This design comes from an exercise in tuning for small area and a short achievable clock period on the open sky130 flow, not from production work.
In this exercise RTL edits were held to simulation tests only and were not proved equivalent to the original.
Power figures rest on the tool's default switching activity, not on a simulated workload.

// SIMD_CU
module SIMD_CU(d,d1,d2,en_write, 
		en_read, reg_write_addr1,
		reg_write_addr2,reg_write_addr3, 
		reg_read_addr1,reg_read_addr2,reg_read_addr3,reg_read_addr4,reg_read_addr5, reg_read_addr6,  
		clk, 
		reg_read_data1, reg_read_data2, reg_read_data3, reg_read_data4,reg_read_data5,reg_read_data6);
Size: ~1,800 cells after synthesis, ~110 I/O pins.
==> module regfile, before the edit <==
module regfile(clk, en_write, en_read, reg_write_addr, reg_read_addr1, reg_read_addr2,
               reg_write_data, reg_read_data1, reg_read_data2);
input clk;
input en_write;
input en_read;
input [3:0] reg_write_addr;
input [3:0] reg_read_addr1;
input [3:0] reg_read_addr2;
input [7:0] reg_write_data;
output [7:0] reg_read_data1;
output [7:0] reg_read_data2;
reg [7:0] Registers [0:15];
reg [7:0] hold1, hold2;
wire [15:0] wsel, nwsel;
wdec wd (.en(en_write), .a(reg_write_addr), .sel(wsel), .nsel(nwsel));
genvar i, j;
generate
  for (i = 0; i < 16; i = i + 1) begin : row
    wire [7:0] nxt;
    for (j = 0; j < 8; j = j + 1) begin : wb
      g_a22o w (.a1(nwsel[i]), .a2(Registers[i][j]), .b1(wsel[i]), .b2(reg_write_data[j]), .y(nxt[j]));
    end
    always @(posedge clk)
      Registers[i] <= nxt;
  end
endgenerate
wire [15:0] sel1, sel2;
rdec rd1 (.a(reg_read_addr1), .sel(sel1));
rdec rd2 (.a(reg_read_addr2), .sel(sel2));
wire en_read_n;
g_inv ie (.a(en_read), .y(en_read_n));
wire [7:0] r1, r2;
generate
  for (i = 0; i < 8; i = i + 1) begin : rb
    wire [15:0] col;
    for (j = 0; j < 16; j = j + 1) begin : c
      assign col[j] = Registers[j][i];
    end
    rsel rs1 (.sel(sel1), .m(col), .en(en_read), .en_n(en_read_n), .h(hold1[i]), .we(en_write), .r(r1[i]), .o(reg_read_data1[i]));
    rsel rs2 (.sel(sel2), .m(col), .en(en_read), .en_n(en_read_n), .h(hold2[i]), .we(en_write), .r(r2[i]), .o(reg_read_data2[i]));
  end
endgenerate
always @(posedge clk) begin
  hold1 <= r1;
  hold2 <= r2;
end
endmodule
==> module rsel, before the edit <==
module rsel(sel, m, en, en_n, h, we, r, o);
input [15:0] sel, m;
input en, en_n, h, we;
output r, o;
wire y0, y1, a, b;
g_or8   p0 (.s(sel[7:0]),  .m(m[7:0]),  .y(y0));
g_or8   p1 (.s(sel[15:8]), .m(m[15:8]), .y(y1));
g_o21ai na (.a1(y0), .a2(y1), .b1(en), .y(a));    
g_nand2 nb (.a(en_n), .b(h), .y(b));              
g_a21oi oo (.a1(a), .a2(b), .b1(we), .y(o));
g_nand2 rr (.a(a), .b(b), .y(r));
endmodule
==> module g_a21oi, before the edit <==
module g_a21oi(a1, a2, b1, y);
input a1, a2, b1; output y;
assign y = ~((a1 & a2) | b1);
endmodule
clock: 5.2 ns
lec_check: 0
cap_margin: 20
core_margin: 2
core_utilization: 40
setup_slack_margin: 1.5
slew_margin: 20
synth_hierarchical: 1
standard.sh (not shown) runs the stock make flow with config.mk's settings and CLKGATE_MAP_FILE= SYNTH_SCRIPT=/design/flow/synth_recipe.tcl, a recipe that flattens the netlist after the stock synthesis.
==> flow/flow/run.sh <==
#!/bin/bash
# Standard synthesis, then every combinational cell that synthesis gave a
# drive strength above 1 is set back to strength 1 (same function and pins;
# flip-flops are left as they are), then the standard layout from there.
# Clock tree: larger sink clusters and no dummy loads.
# Port buffers: buf_2 (the resizer sizes them from there).
# Each tool's output goes to a log file of its own in this folder.
set -euo pipefail
R=orfs/results/sky130hd/SIMD_CU/base
bash standard.sh synth > synth.log 2>&1
python3 flow/downsize.py "$FLOW_HOME/platforms/sky130hd/lib/sky130_fd_sc_hd__tt_025C_1v80.lib" \
  $R/1_2_yosys.v > downsize.log 2>&1
rm -f $R/1_synth.odb $R/1_synth.sdc
bash standard.sh finish \
  CTS_ARGS="-sink_clustering_enable -repair_clock_nets -dont_use_dummy_load -sink_clustering_size 16 -sink_clustering_max_diameter 60 -buf_list sky130_fd_sc_hd__clkbuf_8" \
  BUFFER_PORTS_ARGS="-buffer_cell sky130_fd_sc_hd__buf_2" \
  > layout.log 2>&1
==> flow/flow/downsize.py <==
# Set every combinational cell in a synthesized netlist to drive strength 1.
# usage: downsize.py LIBERTY NETLIST (the netlist is rewritten in place)
import re, sys, collections
lib, net = sys.argv[1], sys.argv[2]
cells = set(re.findall(r'cell\s*\(\s*"?(sky130_fd_sc_hd__\w+?)"?\s*\)', open(lib).read()))
keep = ('df', 'edf', 'sdf', 'dl', 'clk', 'conb', 'tap', 'fill', 'decap')
changed = collections.Counter()
def swap(m):
    name, base, size = m.group(0), m.group(1), m.group(2)
    if base.startswith(keep) or size == '1':
        return name
    new = 'sky130_fd_sc_hd__%s_1' % base
    if new not in cells:
        return name
    changed[name + ' -> ' + new] += 1
    return new
text = open(net).read()
text = re.sub(r'(?<=^  )sky130_fd_sc_hd__(\w+?)_(\d+)(?= )', swap, text, flags=re.M)
open(net, 'w').write(text)
for k, n in sorted(changed.items()):
    print(n, k)
Edit:
--- a/flow/design.v
+++ b/flow/design.v
@@ -39,23 +39,26 @@
       Registers[i] <= nxt;
   end
 endgenerate
 wire [15:0] sel1, sel2;
 rdec rd1 (.a(reg_read_addr1), .sel(sel1));
 rdec rd2 (.a(reg_read_addr2), .sel(sel2));
-wire en_read_n;
+wire en_read_n, en_write_n, enw, hw;
 g_inv ie (.a(en_read), .y(en_read_n));
+g_inv iw (.a(en_write), .y(en_write_n));
+g_and2 gw (.a(en_read), .b(en_write_n), .y(enw));
+g_nor2 gh (.a(en_read), .b(en_write), .y(hw));
 wire [7:0] r1, r2;
 generate
   for (i = 0; i < 8; i = i + 1) begin : rb
     wire [15:0] col;
     for (j = 0; j < 16; j = j + 1) begin : c
       assign col[j] = Registers[j][i];
     end
-    rsel rs1 (.sel(sel1), .m(col), .en(en_read), .en_n(en_read_n), .h(hold1[i]), .we(en_write), .r(r1[i]), .o(reg_read_data1[i]));
-    rsel rs2 (.sel(sel2), .m(col), .en(en_read), .en_n(en_read_n), .h(hold2[i]), .we(en_write), .r(r2[i]), .o(reg_read_data2[i]));
+    rsel rs1 (.sel(sel1), .m(col), .en(en_read), .en_n(en_read_n), .enw(enw), .hw(hw), .h(hold1[i]), .r(r1[i]), .o(reg_read_data1[i]));
+    rsel rs2 (.sel(sel2), .m(col), .en(en_read), .en_n(en_read_n), .enw(enw), .hw(hw), .h(hold2[i]), .r(r2[i]), .o(reg_read_data2[i]));
   end
 endgenerate
 always @(posedge clk) begin
   hold1 <= r1;
   hold2 <= r2;
 end
@@ -111,23 +114,25 @@
 g_nand2 l3 (.a(a[1]),  .b(a[0]),  .y(lo_n[3]));
 g_nand2 h0 (.a(an[3]), .b(an[2]), .y(hi_n[0]));
 g_nand2 h1 (.a(an[3]), .b(a[2]),  .y(hi_n[1]));
 g_nand2 h2 (.a(a[3]),  .b(an[2]), .y(hi_n[2]));
 g_nand2 h3 (.a(a[3]),  .b(a[2]),  .y(hi_n[3]));
 endmodule
-module rsel(sel, m, en, en_n, h, we, r, o);
+module rsel(sel, m, en, en_n, enw, hw, h, r, o);
 input [15:0] sel, m;
-input en, en_n, h, we;
+input en, en_n, enw, hw, h;
 output r, o;
-wire y0, y1, a, b;
+wire y0, y1, a, b, c, d;
 g_or8   p0 (.s(sel[7:0]),  .m(m[7:0]),  .y(y0));
 g_or8   p1 (.s(sel[15:8]), .m(m[15:8]), .y(y1));
-g_o21ai na (.a1(y0), .a2(y1), .b1(en), .y(a));    
-g_nand2 nb (.a(en_n), .b(h), .y(b));              
-g_a21oi oo (.a1(a), .a2(b), .b1(we), .y(o));
-g_nand2 rr (.a(a), .b(b), .y(r));
+g_o21ai na (.a1(y0), .a2(y1), .b1(enw), .y(a));
+g_nand2 nb (.a(hw), .b(h), .y(b));
+g_nand2 oo (.a(a), .b(b), .y(o));
+g_o21ai nc (.a1(y0), .a2(y1), .b1(en), .y(c));
+g_nand2 nd (.a(en_n), .b(h), .y(d));
+g_nand2 rr (.a(c), .b(d), .y(r));
 endmodule
 module g_or8(s, m, y);
 input [7:0] s, m;
 output y;
 assign y = |(s & m);
 endmodule
@@ -152,15 +157,15 @@
 assign y = (a1 & a2) | (b1 & b2);
 endmodule
 module g_o21ai(a1, a2, b1, y);
 input a1, a2, b1; output y;
 assign y = ~((a1 | a2) & b1);
 endmodule
-module g_a21oi(a1, a2, b1, y);
-input a1, a2, b1; output y;
-assign y = ~((a1 & a2) | b1);
+module g_and2(a, b, y);
+input a, b; output y;
+assign y = a & b;
 endmodule
 module SIMD_CU(d,d1,d2,en_write, 
 		en_read, reg_write_addr1,
 		reg_write_addr2,reg_write_addr3, 
 		reg_read_addr1,reg_read_addr2,reg_read_addr3,reg_read_addr4,reg_read_addr5, reg_read_addr6,  
 		clk, 
Cell count climbs by 4.2%.
Die area increases by 2.2%.
Synthesized cell count goes up by 5.8%.
Register-to-register slack gains 0.10 ns.
Synthesized area went up by 2.2%.
Via count climbs by 3.8%.
Final area shrinks by 0.35%.
Critical path depth does not change.
Wire length is about the same.
Sequential power is about the same.

[afterwards: timing with drivers on the ports]
Ports are ideal in the flow. The routed layouts listed here were re-timed in OpenROAD. Step 1, drivers: a clkbuf_16 drives clk and a buf_2 each remaining input, both assumed. Step 2 adds t to the input delays and takes it off the output delays; t is the mean of the earliest and latest rising clock arrival at the registers after step 1. Input paths then give back, and output paths get back, about the clock's delay inside the block. Three values: no drivers, after step 1, after step 2; two values: the first two.
run | t, ns | slack for setup (ns) | latest minus earliest clock arrival (ns) | worst register clock-pin slew, ns | worst slew at a driven data input, ns
the first run | 0.675 | 1.472 / 1.417 / 1.417 | 0.066 / 0.066 | 0.10 / 0.10 | 0.10
the second run | 0.665 | 1.519 / 1.498 / 1.498 | 0.067 / 0.067 | 0.10 / 0.10 | 0.07
After both steps every run listed still meets setup and hold. The setup slack of the first run, which loses most, moves by -0.055 ns with the drivers and by -0.055 ns with both steps.
